What follows belongs to an exercise in optimizing a design on an open flow for small area and a short achievable clock period; a production flow would make more cautious choices.
Where RTL was checked, it was by simulation tests only, not by an equivalence proof against the original.
Power figures rest on the tool's default switching activity, not on a simulated workload.

## filter
module filter
  #(
    parameter WIDTH = 32,
    parameter MWIDTH = 1,
    parameter FLTLEN = 8,
    parameter ID = 123
    )
   (
    input wire                   clk,
    input wire                   rst_n,
    input wire [WIDTH-1:0]       in_data,
    input wire                   in_nd,
    input wire [MWIDTH-1:0]      in_m,
    input wire [32-1:0]  in_msg,
    input wire                   in_msg_nd,
    output wire [WIDTH-1:0]      out_data,
    output wire                  out_nd,
    output wire [MWIDTH-1:0]     out_m,
    output wire                  error
    );
   integer j;
   reg [1:0] g;
   always @(posedge clk)
     if (!rst_n)
       g <= 2'd0;
     else
       g <= g + 2'd1;
   wire last = (g == 2'd3);
   reg [2:0]   which_pos;
   reg         setting_taps;
   reg         tap_set_error;
   assign error = tap_set_error;
   wire hdr    = in_msg[32-1];
   wire our_id = (in_msg[16:7] == ID);
   always @(posedge clk)
     if (!rst_n) begin
        setting_taps <= 1'b0;
        tap_set_error <= 1'b0;
     end else if (in_msg_nd) begin
  ...
For scale: ~0.045 mm² of cells after synthesis.
Settings: LEC_CHECK=0, CAP_MARGIN=20, CORE_MARGIN=2, CORE_UTILIZATION=40, CTS_BUF_LIST=sky130_fd_sc_hd__clkbuf_8 sky130_fd_sc_hd__clkbuf_16, CTS_CLUSTER_DIAMETER=100, CTS_CLUSTER_SIZE=20, GPL_ROUTABILITY_DRIVEN=0, SLEW_MARGIN=20; clock period 10.0 ns.
standard.sh (not shown) runs the stock make flow with config.mk's settings and CLKGATE_MAP_FILE= SYNTH_SCRIPT=/design/flow/synth_recipe.tcl, a recipe that flattens the netlist after the stock synthesis.
==> flow/flow/run.sh <==
#!/bin/bash
# The standard layout with two changes in how it is made:
#  - after the standard synthesis, flow/fapol.py chooses the polarity of each
#    full-adder cell so that fewer inverters are needed (registers and their
#    names are untouched; the netlist computes the same function);
#  - timing repair aims past the 10 ns constraint, and the ports are buffered
#    with buf_2 cells.
# Each step's output goes to a log file of its own here (and ORFS's own logs
# stay under orfs/logs/).
set -euo pipefail
R=orfs/results/sky130hd/filter/base
bash standard.sh synth > make_synth.log 2>&1
cp $R/1_2_yosys.v $R/1_2_yosys_std.v
python3 flow/fapol.py $R/1_2_yosys_std.v $R/1_2_yosys.v > fapol.log 2>&1
rm -f $R/1_synth.odb
bash standard.sh SETUP_SLACK_MARGIN=6.7 "BUFFER_PORTS_ARGS=-buffer_cell sky130_fd_sc_hd__buf_2" finish > make_finish.log 2>&1
Other scripts of this flow, unchanged in this note and not shown: flow/flow/fapol.py
Next try:
--- a/flow/config.mk
+++ b/flow/config.mk
@@ -13,3 +13,2 @@
 export CTS_CLUSTER_SIZE = 20
-export GPL_ROUTABILITY_DRIVEN = 0
 export SLEW_MARGIN = 20
- global-route usage stays the same
- first-iteration DRC count is unchanged
- clock skew stays the same
- via count does not change
Next try:
--- a/flow/flow/run.sh
+++ b/flow/flow/run.sh
@@ -15,2 +15,2 @@
 rm -f $R/1_synth.odb
-bash standard.sh SETUP_SLACK_MARGIN=6.7 "BUFFER_PORTS_ARGS=-buffer_cell sky130_fd_sc_hd__buf_2" finish > make_finish.log 2>&1
+bash standard.sh SETUP_SLACK_MARGIN=6.8 "BUFFER_PORTS_ARGS=-buffer_cell sky130_fd_sc_hd__buf_2" finish > make_finish.log 2>&1
What happened: Sequential share of layout area came out lower by 0.41 points. Wire length came out higher by 4.0%. Combinational power hardly moves. Power barely changes. Via count came out higher by 1.1%. Hold slack is about the same. Final area came out higher by 1.7%. Clock-buffer cell count came out lower by 2.
Next try:
--- a/flow/flow/run.sh
+++ b/flow/flow/run.sh
@@ -15,2 +15,2 @@
 rm -f $R/1_synth.odb
-bash standard.sh SETUP_SLACK_MARGIN=6.8 "BUFFER_PORTS_ARGS=-buffer_cell sky130_fd_sc_hd__buf_2" finish > make_finish.log 2>&1
+bash standard.sh SETUP_SLACK_MARGIN=6.7 "BUFFER_PORTS_ARGS=-buffer_cell sky130_fd_sc_hd__buf_2" finish > make_finish.log 2>&1
--- a/flow/config.mk
+++ b/flow/config.mk
@@ -7,2 +7,3 @@
 export LEC_CHECK = 0
+export ABC_AREA = 1
 export CAP_MARGIN = 20
The new run went through all stages and came out clean.
Die area came out higher by 0.42%.
Setup slack loses 0.088 ns.
Synthesized area is higher by 0.42%.
Global-route usage rises by 1.1 points.

---

Setup of main:
filter, a different RTL version from the one above (not shown whole).
Size in the first run: about 4,300 cells after synthesis, ~820 flip-flops, about 100 I/O pins.
==> flow/config.mk <==
export PLATFORM = sky130hd
export DESIGN_NAME = filter
export DESIGN_NICKNAME = filter
export VERILOG_FILES = /design/flow/design.v
export SDC_FILE = /design/flow/constraint.sdc
export NUM_CORES = 4
export LEC_CHECK = 0
export CAP_MARGIN = 20
export CORE_MARGIN = 2
export CORE_UTILIZATION = 40
export SLEW_MARGIN = 20
==> flow/constraint.sdc <==
create_clock -name core_clock -period 10.0 [get_ports {clk}]
set_input_delay 2.0000 -clock core_clock [delete_from_list [all_inputs] [get_ports {clk}]]
set_output_delay 2.0000 -clock core_clock [all_outputs]
set_load 0.01 [all_outputs]
==> flow/flow/run.sh <==
#!/bin/bash
# Standard layout, with timing repair aiming past the 10 ns constraint and
# regular buffers on the ports. Each tool's log stays under orfs/logs/.
set -euo pipefail
bash standard.sh SETUP_SLACK_MARGIN=6.8 "BUFFER_PORTS_ARGS=-buffer_cell sky130_fd_sc_hd__buf_2" finish > make_finish.log 2>&1
diff inputs: main => the feature branch
==> flow/flow/run.sh <==
#!/bin/bash
# Standard layout, with timing repair aiming past the 10 ns constraint and
# regular buffers on the ports. Each tool's log stays under orfs/logs/.
set -euo pipefail
bash standard.sh SETUP_SLACK_MARGIN=6.5 "BUFFER_PORTS_ARGS=-buffer_cell sky130_fd_sc_hd__buf_2" finish > make_finish.log 2>&1
- Re critical path depth: main was higher than the feature branch.
- The feature branch reports a lower routed length on met2 than main does.
- As far as detailed placer's ending HPWL is concerned, the feature branch and main perform about the same.
- A master of the slowest instance on the critical path of sky130_fd_sc_hd__fa_1 is what main shows, while sky130_fd_sc_hd__dfxtp_1 belongs to the feature branch.
- The standard cells in the feature branch occupy less silicon area than those in main do.
- Against main, the feature branch comes in 417 lower on detailed router's first-iteration violation count.
- Final core area utilization, main and the feature branch: higher on main
- Relative slew slack, main and the feature branch: higher on the feature branch
- Compared with main, the feature branch shows a wire length of the first global-routing pass that is about 1.2% lower.
- The setup slack of the feature branch is lower than that of main.
- Taking main as the reference point, the worst endpoint required time of the feature branch falls by 0.04 ns.
- Total wire length in the feature branch is 6.0 mm below main.
No run of this note included a check of the RTL's function; only the layout flow was run.

---

Setup of oak:
filter, a different RTL version from the one above (not shown whole).
Size in the first run: about 4500 cells after synthesis, roughly 100 I/O pins.
Settings: LEC_CHECK=0, CAP_MARGIN=20, CORE_MARGIN=2, CORE_UTILIZATION=55, SLEW_MARGIN=20; clock period 10.0 ns.
==> flow/flow/run.sh <==
#!/bin/bash
# The standard layout with two changes in how it is made:
#  - after the standard synthesis, flow/fapol.py chooses the polarity of each
#    full-adder cell so that fewer inverters are needed (registers and their
#    names are untouched; the netlist computes the same function);
#  - timing repair aims past the 10 ns constraint, and the ports are buffered
#    with buf_2 cells.
# Each step's output goes to a log file of its own here (and ORFS's own logs
# stay under orfs/logs/).
set -euo pipefail
R=orfs/results/sky130hd/filter/base
bash standard.sh synth > make_synth.log 2>&1
cp $R/1_2_yosys.v $R/1_2_yosys_std.v
python3 flow/fapol.py $R/1_2_yosys_std.v $R/1_2_yosys.v > fapol.log 2>&1
rm -f $R/1_synth.odb
bash standard.sh SETUP_SLACK_MARGIN=6.7 "BUFFER_PORTS_ARGS=-buffer_cell sky130_fd_sc_hd__buf_2" finish > make_finish.log 2>&1
Other scripts of this flow, unchanged in this note and not shown: flow/flow/fapol.py
Input-level comparison between pine and oak:
Settings: CTS_CLUSTER_SIZE: unset -> 20; PLACE_DENSITY: unset -> 0.75; CTS_CLUSTER_DIAMETER: unset -> 100; CORE_UTILIZATION: 55 -> 40; CTS_BUF_LIST: unset -> sky130_fd_sc_hd__clkbuf_8 sky130_fd_sc_hd__clkbuf_16.
[summary]
On level count of the clock H-tree, the higher figure sits with oak, not pine. The run showing the greater routed via count divided by cell count is oak. Between oak and pine, clock power decreased. Total negative setup slack essentially unchanged between oak and pine. Area growth from synthesis to layout: pine vs oak down 2.3 points. Against oak, total internal power in pine came out better. oak → pine: total power fell 0.0013 W, net switching power of the design fell 9.3%, area of all placed cells without fillers fell about 2%. Looking at share of cells above drive strength 1, pine sits 1.2 points below oak. Wire length after detailed routing: pine > oak.
--- input diff pine..birch ---
Settings: CTS_CLUSTER_DIAMETER now 80, was 100; CTS_BUF_LIST now sky130_fd_sc_hd__clkbuf_8, was sky130_fd_sc_hd__clkbuf_8 sky130_fd_sc_hd__clkbuf_16; PLACE_DENSITY no longer set, was 0.75; CTS_CLUSTER_SIZE now 15, was 20.
Notes after the runs:
- birch finished all stages; the layout is clean.
- For birch, the class of the most critical setup path was reg2out, unlike pine, where it was reg2reg.
- Per the comparison of birch with pine, total power after layout decreased about 3%, number of global-route vias before repair shrank by 776, met1 track demand over resource up 2.0 points.
- Between pine and birch, layout cell share with drive strength beyond 1 increased.
- On sequential share of layout area, pine and birch are basically level.
- For pine, the timing endpoint of the critical path was pibg$_DFF_P_, unlike birch, where it was out_m[0].
- birch and pine ended up with roughly the same post-route cell area.
- Going from pine to birch, the non-clock buffer count was found to have gone up by 11.
- Going from pine to birch, minimum setup slack after placement lower, worst-margin pin slew rose by 0.080 ns, cell total after placement shows an increase of 19, core utilization saw little to no change.
Relative to birch, the following input files were edited for maple:
Settings: changing CTS_CLUSTER_DIAMETER from 80 to 90; changing CTS_CLUSTER_SIZE from 15 to 18.
Notes after the runs:
maple completed every stage of the flow, and the final layout passed the timing, DRC and antenna checks. maple vs. birch: worst setup slack decreased by 0.056 ns relative to the old numbers, sequential cell area share increased by 0.19 points relative to the old numbers. Total vias in the final route (maple over birch): decrease, 331. Between birch and maple, the flow reports met3 layer wire length in the routed design decreasing by a few percent. Taking birch as the reference, in maple count of non-filler cells in the finished layout now sits lower; count of clock-buffer cells in the layout now sits lower; max-slew violation count now sits at about the same level; aggregate routed wire length now sits lower. Comparing maple and birch, the lower final instance area was measured on maple. On maple: CTS H-tree depth is 1 lower than what birch gave.
What cedar does differently from maple at the input level:
Settings: CTS_BUF_LIST changed from sky130_fd_sc_hd__clkbuf_8 to sky130_fd_sc_hd__clkbuf_8 sky130_fd_sc_hd__clkbuf_16; CTS_CLUSTER_SIZE changed from 18 to 20; CTS_CLUSTER_DIAMETER changed from 90 to 100.
Notes after the runs:
maple has a higher combinational share of power than cedar. Portion of the layout cell area used by non-clock buffers delta (cedar -> maple): insignificant. Number of logic stages on the critical path including buffering is higher on cedar. Number of inserted filler cells in the final layout ends up higher on maple. Delta (cedar minus maple): maximum frequency increased about 3.7%; number of standard cells in the final layout excluding fillers essentially unchanged; cell area increased about 1%. The number of I/O port buffers on cedar is in line with that on maple. Delta (cedar minus maple): total global-route track usage flat; worst-skew pair later-pin latency down 0.13 ns; portion of total power attributed to the clock network up 5.0 points.

static timing again, ports no longer ideal:
Ports are ideal in the flow. The routed layouts listed here were re-timed in OpenROAD. Step 1: set_driving_cell puts a clkbuf_16 on clk and a buf_2 on each other input, an assumption about the parent block. Step 2, shift: input delay + t, output delay - t, t = (earliest + latest rising clock arrival at the registers) / 2. This alone moves slack from input paths to output paths. Three values: ideal ports, drivers, drivers and shift; two values: the first two.
| run | shift t [ns] | slack for setup (ns) | latest minus earliest clock arrival (ns) | pins driven straight from the clock port |
|---|---|---|---|---|
| the first run of note 1 | 0.726 | 6.778 / 6.720 / 6.312 | 0.038 / 0.038 | 1 |
| the second run of note 1 | 0.726 | 6.778 / 6.720 / 6.312 | 0.038 / 0.038 | 1 |
| the third run of note 1 | 0.710 | 6.821 / 6.748 / 6.268 | 0.034 / 0.034 | 1 |
| the fourth run of note 1 | 0.720 | 6.733 / 6.733 / 6.238 | 0.052 / 0.052 | 1 |
| main | 0.734 | 6.781 / 6.759 / 6.255 | 0.021 / 0.021 | 1 |
| the feature branch | 0.729 | 6.596 / 6.596 / 6.079 | 0.030 / 0.030 | 1 |
| oak | 0.717 | 6.733 / 6.733 / 6.310 | 0.047 / 0.046 | 1 |
| pine | 0.702 | 6.690 / 6.690 / 6.315 | 0.042 / 0.042 | 1 |
| birch | 0.815 | 6.699 / 6.627 / 6.339 | 0.049 / 0.050 | 1 |
| maple | 0.834 | 6.643 / 6.578 / 6.367 | 0.073 / 0.073 | 1 |
| cedar | 0.721 | 6.764 / 6.714 / 6.320 | 0.038 / 0.038 | 1 |
After both steps every run listed still meets setup and hold. For the third run of note 1, which loses most, drivers alone change the setup slack by -0.073 ns; drivers and shift together by -0.553 ns.
